From an optimization exercise on the open Yosys and OpenROAD flow, aimed at small area; shortcuts taken in it are not production practice. At most, simulation tests tie the RTL to the original design; equivalence was not proved.

==> inputs of v24 <==
==> flow/design.v (excerpt) <==
module clock(
    input CP,                    
    input _CR,                   
    input mode,                  
    input adjust,                
    input time_mode,             
    input active_alarm,          
    input left,                  
    input right,                 
    input up,                    
    input down,                  
    input apply,                 
    output [15:0] start_light,   
    output [7:0] select_light,   
    output [7:0] display_char    
    );
==> module decoder, before the edit <==
module decoder(
    input _CR,
    input [31:0] disp,
    input [2:0] index,
    input adjust,
    input CP,
    input en_1KHz,
    input early,
    input init,
    output [7:0] select_light,
    output [7:0] display_char
    );
    reg [3:0] cnt_normal;
    reg [8:0] cnt_adjust;
    reg twinkle;
    reg [3:0] code;
    wire [8:0] ca_inc = cnt_adjust + 9'd1;
    wire ca_wrap = ca_inc == 9'd500;
    wire n_twinkle = adjust ? twinkle ^ ca_wrap : 1'b0;
    wire [3:0] cn_inc = (cnt_normal == 4'd7) ? 4'd0 : cnt_normal + 4'd1;
    wire [3:0] n_cnt = cn_inc + {3'b000, (cn_inc == {1'b0, index}) & n_twinkle};
    reg [3:0] n_code;
    always @(*) begin
        case (n_cnt)
            4'd0: n_code = disp[31:28];
            4'd1: n_code = disp[27:24];
            4'd2: n_code = disp[23:20];
            4'd3: n_code = disp[19:16];
            4'd4: n_code = disp[15:12];
            4'd5: n_code = disp[11:8];
            4'd6: n_code = disp[7:4];
            4'd7: n_code = disp[3:0];
            default: n_code = 4'd15;
        endcase
    end
    always @(posedge CP, negedge _CR) begin
        if (~_CR) begin
            cnt_normal <= 0;
            cnt_adjust <= 0;
            twinkle <= 0;
        end else if (en_1KHz) begin
            if (adjust) cnt_adjust <= ca_wrap ? 9'd0 : ca_inc;
            twinkle <= n_twinkle;
            cnt_normal <= n_cnt;
        end
    end
    always @(posedge CP) begin
        if (en_1KHz) code <= n_code;
    end
    assign select_light = (init | cnt_normal[3]) ? 8'hff : ~(8'h80 >> cnt_normal[2:0]);
    reg [7:0] seg;
    always @(*) begin
        case (code)
            4'd0:  seg = 8'b11000000;
            4'd1:  seg = 8'b11111001;
            4'd2:  seg = 8'b10100100;
            4'd3:  seg = 8'b10110000;
            4'd4:  seg = 8'b10011001;
            4'd5:  seg = 8'b10010010;
            4'd6:  seg = 8'b10000010;
            4'd7:  seg = 8'b11111000;
            4'd8:  seg = 8'b10000000;
            4'd9:  seg = 8'b10010000;
            4'd10: seg = 8'b10001000;
            4'd11: seg = 8'b10001100;
            4'd12: seg = 8'b10000011;
            4'd13: seg = 8'b10000110;
            4'd14: seg = 8'b11000111;
            default: seg = 8'b11111111;
        endcase
    end
    assign display_char = early ? ((~init & (cnt_normal[3:2] == 2'b00)) ? 8'h00 : 8'hff) : seg;
endmodule
==> module reminder, before the edit <==
module reminder(
    input _CR,
    input CP,
    input en_1Hz,
    input start_light_hour,
    input start_light_alarm,
    input [4:0] st,
    input [3:0] su,
    input [4:0] ht,
    input [3:0] hu,
    input active_alarm,
    output [15:0] start_light    
);
    reg [4:0] ct;
    reg [3:0] cu;
    reg lit1;
    reg [4:0] alarm_cnt;
    reg [13:0] pattern;
    wire sec0  = (st == 5'd0) & (su == 4'd0);
    wire hour0 = (ht == 5'd0) & (hu == 4'd0);
    wire cnt0  = (ct == 5'd0) & (cu == 4'd0);
    always @(posedge CP, negedge _CR) begin
        if (~_CR) begin
            ct <= 0;
            cu <= 0;
            lit1 <= 0;
            alarm_cnt <= 0;
        end else if (en_1Hz) begin
            if (((start_light_hour & sec0) | ~cnt0) & ~hour0) begin
                if ((ct == ht) & (cu == hu)) begin
                    ct <= 0; cu <= 0; lit1 <= 0;
                end else begin
                    lit1 <= cu[0];
                    if ((ct == 5'd25) & (cu == 4'd5)) begin
                        ct <= 0; cu <= 0;
                    end else if (cu == 4'd9) begin
                        ct <= ct + 5'd1; cu <= 0;
                    end else begin
                        cu <= cu + 4'd1;
                    end
                end
            end else begin
                ct <= 0; cu <= 0; lit1 <= 0;
            end
            if (active_alarm & (start_light_alarm | (alarm_cnt != 0)))
                alarm_cnt <= alarm_cnt + 5'd1;
            else
                alarm_cnt <= 0;
        end
    end
    always @(*) begin
        case (alarm_cnt)
            5'd1:  pattern = 14'b10000000000001;
            5'd2:  pattern = 14'b11000000000011;
            5'd3:  pattern = 14'b11100000000111;
            5'd4:  pattern = 14'b11110000001111;
            5'd5:  pattern = 14'b11111000011111;
            5'd6:  pattern = 14'b11111100111111;
            5'd7:  pattern = 14'b11111111111111;
            5'd8:  pattern = 14'b10111111111101;
            5'd9:  pattern = 14'b10011111111001;
            5'd10: pattern = 14'b10001111110001;
            5'd11: pattern = 14'b10001111000001;
            5'd12: pattern = 14'b10000110000001;
            5'd13: pattern = 14'b11001100110011;
            5'd14: pattern = 14'b00110011001100;
            5'd15: pattern = 14'b01010101010101;
            5'd16: pattern = 14'b10101010101010;
            5'd17: pattern = 14'b00000011111100;
            5'd18: pattern = 14'b11111100000011;
            5'd19: pattern = 14'b10101001111101;
            5'd20: pattern = 14'b01010110000010;
            5'd21: pattern = 14'b00001111110000;
            5'd22: pattern = 14'b11110000001111;
            5'd23: pattern = 14'b11000011100001;
            5'd24: pattern = 14'b01100110011000;
            5'd25: pattern = 14'b10011001100111;
            5'd26: pattern = 14'b00011110000011;
            5'd27: pattern = 14'b11100001111100;
            5'd28: pattern = 14'b01010111101010;
            5'd29: pattern = 14'b10101000010101;
            5'd30: pattern = 14'b01111100000111;
            5'd31: pattern = 14'b11111111111111;
            default: pattern = 14'b0;
        endcase
    end
    assign start_light = {pattern, lit1, cu[0]};
endmodule
export LEC_CHECK = 0
export CAP_MARGIN = 20
export CORE_MARGIN = 2
export CORE_UTILIZATION = 40
export CTS_BUF_LIST = sky130_fd_sc_hd__clkbuf_2 sky130_fd_sc_hd__clkbuf_4 sky130_fd_sc_hd__clkbuf_8
export CTS_CLUSTER_DIAMETER = 200
export CTS_CLUSTER_SIZE = 40
export SLEW_MARGIN = 20
create_clock -name core_clock -period 10.0 [get_ports {CP}]
run.sh (not shown) runs the stock make flow with config.mk's settings and CLKGATE_MAP_FILE= SYNTH_SCRIPT=/design/flow/synth_recipe.tcl, a recipe that flattens the netlist after the stock synthesis.
==> inputs of v3, as changes to v24 <==
--- a/flow/design.v
+++ b/flow/design.v
@@ -491,23 +491,8 @@
     assign select_light = (init | cnt_normal[3]) ? 8'hff : ~(8'h80 >> cnt_normal[2:0]);
-    reg [7:0] seg;
-    always @(*) begin
-        case (code)
-            4'd0:  seg = 8'b11000000;
-            4'd1:  seg = 8'b11111001;
-            4'd2:  seg = 8'b10100100;
-            4'd3:  seg = 8'b10110000;
-            4'd4:  seg = 8'b10011001;
-            4'd5:  seg = 8'b10010010;
-            4'd6:  seg = 8'b10000010;
-            4'd7:  seg = 8'b11111000;
-            4'd8:  seg = 8'b10000000;
-            4'd9:  seg = 8'b10010000;
-            4'd10: seg = 8'b10001000;
-            4'd11: seg = 8'b10001100;
-            4'd12: seg = 8'b10000011;
-            4'd13: seg = 8'b10000110;
-            4'd14: seg = 8'b11000111;
-            default: seg = 8'b11111111;
-        endcase
-    end
+    localparam [127:0] SEGS = {
+        8'b11111111, 8'b11000111, 8'b10000110, 8'b10000011,    
+        8'b10001100, 8'b10001000, 8'b10010000, 8'b10000000,    
+        8'b11111000, 8'b10000010, 8'b10010010, 8'b10011001,    
+        8'b10110000, 8'b10100100, 8'b11111001, 8'b11000000};   
+    wire [7:0] seg = SEGS[{code, 3'b000} +: 8];
     assign display_char = early ? ((~init & (cnt_normal[3:2] == 2'b00)) ? 8'h00 : 8'hff) : seg;
@@ -531,3 +516,2 @@
     reg [4:0] alarm_cnt;
-    reg [13:0] pattern;
     wire sec0  = (st == 5'd0) & (su == 4'd0);
@@ -564,38 +548,12 @@
     end
-    always @(*) begin
-        case (alarm_cnt)
-            5'd1:  pattern = 14'b10000000000001;
-            5'd2:  pattern = 14'b11000000000011;
-            5'd3:  pattern = 14'b11100000000111;
-            5'd4:  pattern = 14'b11110000001111;
-            5'd5:  pattern = 14'b11111000011111;
-            5'd6:  pattern = 14'b11111100111111;
-            5'd7:  pattern = 14'b11111111111111;
-            5'd8:  pattern = 14'b10111111111101;
-            5'd9:  pattern = 14'b10011111111001;
-            5'd10: pattern = 14'b10001111110001;
-            5'd11: pattern = 14'b10001111000001;
-            5'd12: pattern = 14'b10000110000001;
-            5'd13: pattern = 14'b11001100110011;
-            5'd14: pattern = 14'b00110011001100;
-            5'd15: pattern = 14'b01010101010101;
-            5'd16: pattern = 14'b10101010101010;
-            5'd17: pattern = 14'b00000011111100;
-            5'd18: pattern = 14'b11111100000011;
-            5'd19: pattern = 14'b10101001111101;
-            5'd20: pattern = 14'b01010110000010;
-            5'd21: pattern = 14'b00001111110000;
-            5'd22: pattern = 14'b11110000001111;
-            5'd23: pattern = 14'b11000011100001;
-            5'd24: pattern = 14'b01100110011000;
-            5'd25: pattern = 14'b10011001100111;
-            5'd26: pattern = 14'b00011110000011;
-            5'd27: pattern = 14'b11100001111100;
-            5'd28: pattern = 14'b01010111101010;
-            5'd29: pattern = 14'b10101000010101;
-            5'd30: pattern = 14'b01111100000111;
-            5'd31: pattern = 14'b11111111111111;
-            default: pattern = 14'b0;
-        endcase
-    end
+    localparam [511:0] PATS = {
+        16'b0011111111111111, 16'b0001111100000111, 16'b0010101000010101, 16'b0001010111101010,
+        16'b0011100001111100, 16'b0000011110000011, 16'b0010011001100111, 16'b0001100110011000,
+        16'b0011000011100001, 16'b0011110000001111, 16'b0000001111110000, 16'b0001010110000010,
+        16'b0010101001111101, 16'b0011111100000011, 16'b0000000011111100, 16'b0010101010101010,
+        16'b0001010101010101, 16'b0000110011001100, 16'b0011001100110011, 16'b0010000110000001,
+        16'b0010001111000001, 16'b0010001111110001, 16'b0010011111111001, 16'b0010111111111101,
+        16'b0011111111111111, 16'b0011111100111111, 16'b0011111000011111, 16'b0011110000001111,
+        16'b0011100000000111, 16'b0011000000000011, 16'b0010000000000001, 16'b0000000000000000};
+    wire [13:0] pattern = PATS[{alarm_cnt, 4'b0000} +: 14];
     assign start_light = {pattern, lit1, cu[0]};
==> flow/flow/run.sh (new file) <==
#!/bin/bash
# Own flow: the standard layout (standard.sh) with these ORFS changes:
#  - synthesis maps logic with an area-only ABC script (flow/area.abc) and
#    without the half/full adder cell extraction (ADDER_MAP_FILE empty);
#  - ports are buffered with sky130_fd_sc_hd__buf_1;
#  - CTS without dummy loads.
# Each tool's output stays in orfs/logs; make's output goes to standard.log.
set -euo pipefail
here=$(pwd)
rm -rf "$here/scripts"
cp -r "$FLOW_HOME/scripts" "$here/scripts"
cp "$here/flow/area.abc" "$here/scripts/abc_area.script"
export SCRIPTS_DIR="$here/scripts"
export ADDER_MAP_FILE=
export BUFFER_PORTS_ARGS="-buffer_cell sky130_fd_sc_hd__buf_1"
export CTS_ARGS="-sink_clustering_enable -repair_clock_nets -buf_list sky130_fd_sc_hd__clkbuf_8 -dont_use_dummy_load"
bash standard.sh > "$here/standard.log" 2>&1
==> flow/flow/area.abc (new file) <==
strash
dch -f
amap
topo
==> flow/standard.sh (new file) <==
#!/bin/bash
# synth_recipe.tcl (not shown) runs the flow's synth.tcl, then flattens the netlist and writes it again
# the make line also repeats each setting of config.mk as NAME=value (left out here)
make -C /OpenROAD-flow-scripts/flow DESIGN_CONFIG=/design/flow/config.mk WORK_HOME=/design/flow/orfs CLKGATE_MAP_FILE= SYNTH_SCRIPT=/design/flow/synth_recipe.tcl "${@:-finish}"
==> flow/config.mk (replaced) <==
export PLATFORM = sky130hd
export DESIGN_NAME = clock
export DESIGN_NICKNAME = clock
export VERILOG_FILES = /design/flow/design.v
export SDC_FILE = /design/flow/constraint.sdc
export NUM_CORES = 4
export LEC_CHECK = 0
export ABC_AREA = 1
export CAP_MARGIN = 20
export CORE_MARGIN = 2
export CORE_UTILIZATION = 40
export SLEW_MARGIN = 20
removed: flow/run.sh
==> summary.md <==
| Metric | Value |
|---|---|
| Post-synthesis xor/xnor area fraction | `3.75%` |
| Synth Area in Compound Gates | `24.3%` |
| Adder-cell share of the synthesized area | `6.98%` |
| Finished Cell Area | `0.0115 mm2` |
| Worst vdd ir | `0.102 mV` |
| Core area | `0.0259 mm2` |
| Status | `complete, no violations` |
the above is filed under v24

==> summary.md <==
| Metric | Value |
|---|---|
| Status | `complete, no violations` |
| Adder-cell share of the synthesized area | `0%` |
| Post-synth cell types | `43` |
| R2R Setup Slk | `5660 ps` |
| Root cell of the clock tree | `clkbuf_8` |
| Die span in y | `146 um` |
| Synth Area in Compound Gates | `31.5%` |
| Area after DPL | `0.00860 mm2` |
| Largest register FFs | `9` |
| Worst vdd ir | `0.0773 mV` |
| TritonCTS clock tree | `done` |
| Finished Cell Area | `0.00883 mm2` |
| Core area | `0.0196 mm2` |
| Post-synthesis xor/xnor area fraction | `0.109%` |
| Synth Warn # | `9` |
the above is filed under v3

Function not checked in v24: the RTL went through the layout flow alone.

==> re-timing with driven ports <==
No port has a modelled driver above. Below, the same layouts with a new extraction and two added sets of constraints. Step 1 assumes that a clkbuf_16 drives the clock port and a buf_2 every other input. Step 2 also shifts input and output timing later by t, the mid clock arrival at the registers, as if the neighbouring blocks saw the same clock. Three values: no drivers, after step 1, after step 2; two values: the first two.
run	t (ns)	setup slack, ns	worst setup path at the end
v24	0.496	4.078 / 4.096 / 3.600	input to register
v3	0.492	5.117 / 5.133 / 4.641	input to register
After both steps setup and hold are still met in every run listed. For v24, which loses most, drivers alone change the setup slack by +0.018 ns; drivers and shift together by -0.478 ns.
